Source: an optimization exercise on an open RTL-to-GDS flow (aim: small area, a short achievable clock period and few clock cycles). Production flows keep margins and buffers that such runs may drop.
No activity file was given, so power comes from the tool's default toggle rates.

run a:
==> flow/design.v (excerpt) <==
module circle(
     input  logic       clk,
     input  logic       rst_n,
     input  logic [2:0] colour,
     input  logic [7:0] centre_x,
     input  logic [6:0] centre_y,
     input  logic [7:0] radius,
     input  logic       start,
     output logic       done,
     output logic [7:0] vga_x,
     output logic [6:0] vga_y,
     output logic [2:0] vga_colour,
     output logic       vga_plot
     );
==> module circle, before the edit <==
module circle(
     input  logic       clk,
     input  logic       rst_n,
     input  logic [2:0] colour,
     input  logic [7:0] centre_x,
     input  logic [6:0] centre_y,
     input  logic [7:0] radius,
     input  logic       start,
     output logic       done,
     output logic [7:0] vga_x,
     output logic [6:0] vga_y,
     output logic [2:0] vga_colour,
     output logic       vga_plot
     );
     logic              busy;
     logic              prime;    
     logic [7:0]        ox, oy;
     logic signed [9:0] c;        
     logic [9:0]        e5;       
     logic [7:0]        rem;      
     logic [7:0]        cxr;      
     logic [6:0]        cyr;
     assign vga_colour = colour;
     wire signed [9:0] cx = {2'b00, cxr};
     wire signed [9:0] cy = {3'b000, cyr};
     wire signed [9:0] sx = {2'b00, ox};
     wire signed [9:0] sy = {2'b00, oy};
     wire signed [9:0] xa = cx + sx;    
     wire signed [9:0] xb = cx - sx;    
     wire signed [9:0] xc = cx + sy;    
     wire signed [9:0] xd = cx - sy;    
     wire signed [9:0] ya = cy + sy;    
     wire signed [9:0] yb = cy - sy;    
     wire signed [9:0] yc = cy + sx;    
     wire signed [9:0] yd = cy - sx;    
     wire       dec = !c[9];             
     wire       dx  = dec & !prime;
     wire       dy  = !prime;
     function automatic le(input logic [9:0] a, input logic [9:0] b);
          logic r;
          r = 1'b1;
          for (int i = 0; i < 10; i++)
               if (i == 9) r = (a[i] & !b[i]) | (r & !(!a[i] & b[i]));
               else        r = (!a[i] & b[i]) | (r & !(a[i] & !b[i]));
          le = r;
     endfunction
     wire vxa = dx ? le(xa, 10'd160) : le(xa, 10'd159);
     wire vxb = dx ? (le(-10'd1, xb) && le(xb, 10'd158)) : (!xb[9] && le(xb, 10'd159));
     wire vxc = dy ? le(xc, 10'd158) : le(xc, 10'd159);
     wire vxd = dy ? (le(10'd1, xd) && le(xd, 10'd160)) : (!xd[9] && le(xd, 10'd159));
     wire vya = dy ? le(ya, 10'd118) : le(ya, 10'd119);
     wire vyb = dy ? (le(10'd1, yb) && le(yb, 10'd120)) : (!yb[9] && le(yb, 10'd119));
     wire vyc = dx ? le(yc, 10'd120) : le(yc, 10'd119);
     wire vyd = dx ? (le(-10'd1, yd) && le(yd, 10'd118)) : (!yd[9] && le(yd, 10'd119));
     wire       em1 = (e5 == 10'd3);        
     wire       em2 = (e5 == 10'd1);        
     wire       eneg = e5[9] || e5 < 10'd5;   
     wire       dg  = prime ? (e5 == 10'd5) : dec ? em2 : em1;
     wire       fin = !prime && (dec ? (!eneg || em1) : !eneg);
     wire [7:0] vis = { vxc & vyd, vxa & vyb, vxd & vyd, vxb & vyb,
                        vxd & vyc, vxb & vya, vxc & vyc, vxa & vya };
     wire [7:0] dup = ({8{prime}} & 8'b1101_1000) | ({8{dg}} & 8'b1010_1010);
     wire [7:0] vis_n = vis & ~dup;
     logic [7:0] sel;
     always_comb
          for (int i = 0; i < 8; i++)
               sel[i] = rem[i] && (i == 0 || (rem & ((8'd1 << i) - 8'd1)) == 8'd0);
     wire       adv = (rem & ~sel) == 8'd0;
     logic [7:0] px;
     logic [6:0] py;
     always_comb begin
          px = 8'd0;
          py = 7'd0;
          if (sel[0] | sel[6]) px = px | xa[7:0];
          if (sel[2] | sel[4]) px = px | xb[7:0];
          if (sel[1] | sel[7]) px = px | xc[7:0];
          if (sel[3] | sel[5]) px = px | xd[7:0];
          if (sel[0] | sel[2]) py = py | ya[6:0];
          if (sel[4] | sel[6]) py = py | yb[6:0];
          if (sel[1] | sel[3]) py = py | yc[6:0];
          if (sel[5] | sel[7]) py = py | yd[6:0];
     end
     wire       stp  = busy & adv & !prime;         
     wire       load = !busy & !done & start;
     wire [7:0] oy1 = oy + 8'd1;
     wire [9:0] c_d = c + e5;                   
     wire [9:0] c_s = c + {1'b0, oy1, 1'b1};    
     wire [7:0] ox_n = ox - {7'd0, stp & dec};
     wire [7:0] oy_n = oy + {7'd0, stp};
     wire [9:0] c_n  = !stp ? c : dec ? c_d : c_s;
     wire [9:0] e_s  = e5 + {7'd0, stp & dec, stp & !dec, 1'b0};
     always_ff @(posedge clk) begin
          cxr        <= centre_x;
          cyr        <= centre_y;
          vga_x      <= px;
          vga_y      <= py;
          rem        <= !busy ? 8'd0 : adv ? vis_n : rem & ~sel;
          ox         <= load ? radius : ox_n;
          oy         <= load ? 8'd0 : oy_n;
          c          <= load ? 10'd0 - {2'b00, radius} : c_n;
          e5         <= load ? 10'd5 - {2'b00, radius, 1'b0} : e_s;
          if (!rst_n) begin
               busy     <= 1'b0;
               done     <= 1'b0;
               vga_plot <= 1'b0;
          end else begin
               vga_plot <= busy & (|rem);
               if (busy) begin
                    if (adv) begin
                         prime <= 1'b0;
                         if (fin) begin
                              busy <= 1'b0;
                              done <= 1'b1;
                         end
                    end
               end else if (done) begin
                    if (!start) done <= 1'b0;
               end else if (start) begin
                    busy  <= 1'b1;
                    prime <= 1'b1;
               end
          end
     end
endmodule
clock: 5.0 ns
lec_check: 0
abc_area: 1
cap_margin: 20
core_margin: 2
core_utilization: 40
cts_buf_list: sky130_fd_sc_hd__clkbuf_4 sky130_fd_sc_hd__clkbuf_8
gpl_routability_driven: 0
setup_slack_margin: 2.4
slew_margin: 20
tns_end_percent: 30
standard.sh (not shown) runs the stock make flow with config.mk's settings and CLKGATE_MAP_FILE= SYNTH_SCRIPT=/design/flow/synth_recipe.tcl, a recipe that flattens the netlist after the stock synthesis.
==> flow/flow/run.sh <==
#!/bin/bash
# The standard layout, with the ports buffered by a small plain buffer
# instead of the delay buffer that buffer_ports picks by default.
set -e
cp standard.sh standard_sh.txt
export BUFFER_PORTS_ARGS="-buffer_cell sky130_fd_sc_hd__buf_2"
bash standard.sh > standard.log 2>&1
Run a reached the end of the flow, and the finished layout is clean on the timing, design-rule and antenna checks.
Inputs modified between run a and run b:
==> flow/design.v <==
module circle(
     input  logic       clk,
     input  logic       rst_n,
     input  logic [2:0] colour,
     input  logic [7:0] centre_x,
     input  logic [6:0] centre_y,
     input  logic [7:0] radius,
     input  logic       start,
     output logic       done,
     output logic [7:0] vga_x,
     output logic [6:0] vga_y,
     output logic [2:0] vga_colour,
     output logic       vga_plot
     );
     logic              busy;
     logic              prime;    
     logic [7:0]        ox;
     logic signed [8:0] oy;
     logic signed [9:0] c;        
     logic [9:0]        e5;       
     logic [7:0]        rem;      
     logic [7:0]        cxr;      
     logic [6:0]        cyr;
     wire signed [9:0] cx = {2'b00, cxr};
     wire signed [9:0] cy = {3'b000, cyr};
     wire signed [9:0] sx = {2'b00, ox};
     wire signed [9:0] sy = {oy[8], oy};
     wire signed [9:0] xa = cx + sx;    
     wire signed [9:0] xb = cx - sx;    
     wire signed [9:0] xc = cx + sy;    
     wire signed [9:0] xd = cx - sy;    
     wire signed [9:0] ya = cy + sy;    
     wire signed [9:0] yb = cy - sy;    
     wire signed [9:0] yc = cy + sx;    
     wire signed [9:0] yd = cy - sx;    
     wire       dec = !c[9];             
     wire       dx  = dec;
     function automatic le(input logic [9:0] a, input logic [9:0] b);
          logic r;
          r = 1'b1;
          for (int i = 0; i < 10; i++)
               r = (!a[i] & b[i]) | (r & !(a[i] & !b[i]));
          le = r;
     endfunction
     wire vxa = dx ? le(xa, 10'd160) : le(xa, 10'd159);
     wire vxb = dx ? (le(xb, 10'd158) || xb == 10'h3ff) : le(xb, 10'd159);
     wire vxc = le(xc, 10'd158) || xc == 10'h3ff;
     wire vxd = le(xd, 10'd160) && xd != 10'd0;
     wire vya = le(ya, 10'd118) || ya == 10'h3ff;
     wire vyb = le(yb, 10'd120) && yb != 10'd0;
     wire vyc = dx ? le(yc, 10'd120) : le(yc, 10'd119);
     wire vyd = dx ? (le(yd, 10'd118) || yd == 10'h3ff) : le(yd, 10'd119);
     wire       em1 = (e5 == 10'd3);        
     wire       em2 = (e5 == 10'd1);        
     wire       eneg = e5[9] || e5 < 10'd5;   
     wire       dg  = dec ? em2 : em1;
     wire       fin = dec ? (!eneg || em1) : !eneg;
     wire [7:0] vis = { vxc & vyd, vxa & vyb, vxd & vyd, vxb & vyb,
                        vxd & vyc, vxb & vya, vxc & vyc, vxa & vya };
     wire [7:0] dup = ({8{prime}} & 8'b1101_1000) | ({8{dg}} & 8'b1010_1010);
     wire [7:0] vis_n = vis & ~dup;
     logic [7:0] sel;
     always_comb
          for (int i = 0; i < 8; i++)
               sel[i] = rem[i] && (i == 0 || (rem & ((8'd1 << i) - 8'd1)) == 8'd0);
     wire       adv = (rem & ~sel) == 8'd0;
     logic [7:0] px;
     logic [6:0] py;
     always_comb begin
          px = 8'd0;
          py = 7'd0;
          if (sel[0] | sel[6]) px = px | xa[7:0];
          if (sel[2] | sel[4]) px = px | xb[7:0];
          if (sel[1] | sel[7]) px = px | xc[7:0];
          if (sel[3] | sel[5]) px = px | xd[7:0];
          if (sel[0] | sel[2]) py = py | ya[6:0];
          if (sel[4] | sel[6]) py = py | yb[6:0];
          if (sel[1] | sel[3]) py = py | yc[6:0];
          if (sel[5] | sel[7]) py = py | yd[6:0];
     end
     wire       stp  = busy & adv;                  
     wire       load = !busy & !done & start;
     wire [9:0] c_d = c + e5;                   
     wire [9:0] o2  = {oy, 1'b1};
     wire [9:0] c_t = c ^ o2 ^ 10'd2;
     wire [9:0] c_u = {(c[8:0] & o2[8:0]) | ((c[8:0] | o2[8:0]) & 9'd2), 1'b0};
     wire [9:0] c_s = c_t + c_u;
     wire [7:0] ox_n = ox - {7'd0, stp & dec};
     wire [8:0] oy_n = oy + {8'd0, stp};
     wire [9:0] c_n  = !stp ? c : dec ? c_d : c_s;
     wire [9:0] e_s  = e5 + {7'd0, stp & dec, stp & !dec, 1'b0};
     always_ff @(posedge clk) begin
          cxr        <= centre_x;
          cyr        <= centre_y;
          vga_colour <= colour;
          vga_x      <= px;
          vga_y      <= py;
          rem        <= !busy ? 8'd0 : adv ? vis_n : rem & ~sel;
          ox         <= load ? radius : ox_n;
          oy         <= load ? 9'h1ff : oy_n;
          c          <= load ? ~{2'b00, radius} : c_n;
          e5         <= load ? 10'd3 - {1'b0, radius, 1'b0} : e_s;
          if (!rst_n) begin
               busy     <= 1'b0;
               done     <= 1'b0;
               vga_plot <= 1'b0;
          end else begin
               vga_plot <= busy & (|rem);
               if (busy) begin
                    if (adv) begin
                         prime <= 1'b0;
                         if (fin) begin
                              busy <= 1'b0;
                              done <= 1'b1;
                         end
                    end
               end else if (done) begin
                    if (!start) done <= 1'b0;
               end else if (start) begin
                    busy  <= 1'b1;
                    prime <= 1'b1;
               end
          end
     end
endmodule
Run b and run a all finish clean.
Cmp run b and run a / sequential cell count / lower: run a
Run a ended up with met2 as its layer with the highest usage after global routing; run b ended up with met1.
Run b vs. run a: die area went up by 1400 sq um.
Against run a, area of all sequential standard cells in run b rose by a few percent.
Setup slack of the most critical reg-to-reg path for run b is higher than for run a.
Relative to run a, xor and xnor area share after synthesis has decreased by 0.99 points in run b.
Compared with run a, run b shows a higher leakage power total.
[compare] base=run a new=run b: routed wire length rose about 8%; non-clock buffer count fell 5.1%.
Run b reports its worst-path cell with the longest stage delay as sky130_fd_sc_hd__dfxtp_2 while run a reports sky130_fd_sc_hd__ha_1.
Re maximum clock insertion buffer count: no difference whatsoever between run a and run b.
The run showing the greater critical path data arrival time is run a.
Function was not checked in any run of this note: the RTL went through the layout flow alone.

[separate check: timing with driven ports]
The results above use ideal ports. As a check the final layouts listed here were re-extracted and re-timed, cells and wires unchanged.
Step 1 assumes that a clkbuf_16 drives the clock port and a buf_2 every other input.
Step 2 also shifts input and output timing later by t, the mid clock arrival at the registers, as if the neighbouring blocks saw the same clock.
Slacks: ideal ports / drivers / drivers and shift; pairs: ideal ports / drivers.
run | shift t [ns] | slack for setup (ns) | hold WS [ns] | worst data-port slew with drivers (ns)
run a | 0.430 | 2.478 / 2.478 / 2.456 | 0.510 / 0.510 / 0.510 | 0.06
run b | 0.419 | 2.508 / 2.508 / 2.508 | 0.523 / 0.523 / 0.523 | 0.03
After both steps every run listed still meets setup and hold. The setup slack of run a, which loses most, moves by 0.000 ns with the drivers and by -0.022 ns with both steps.
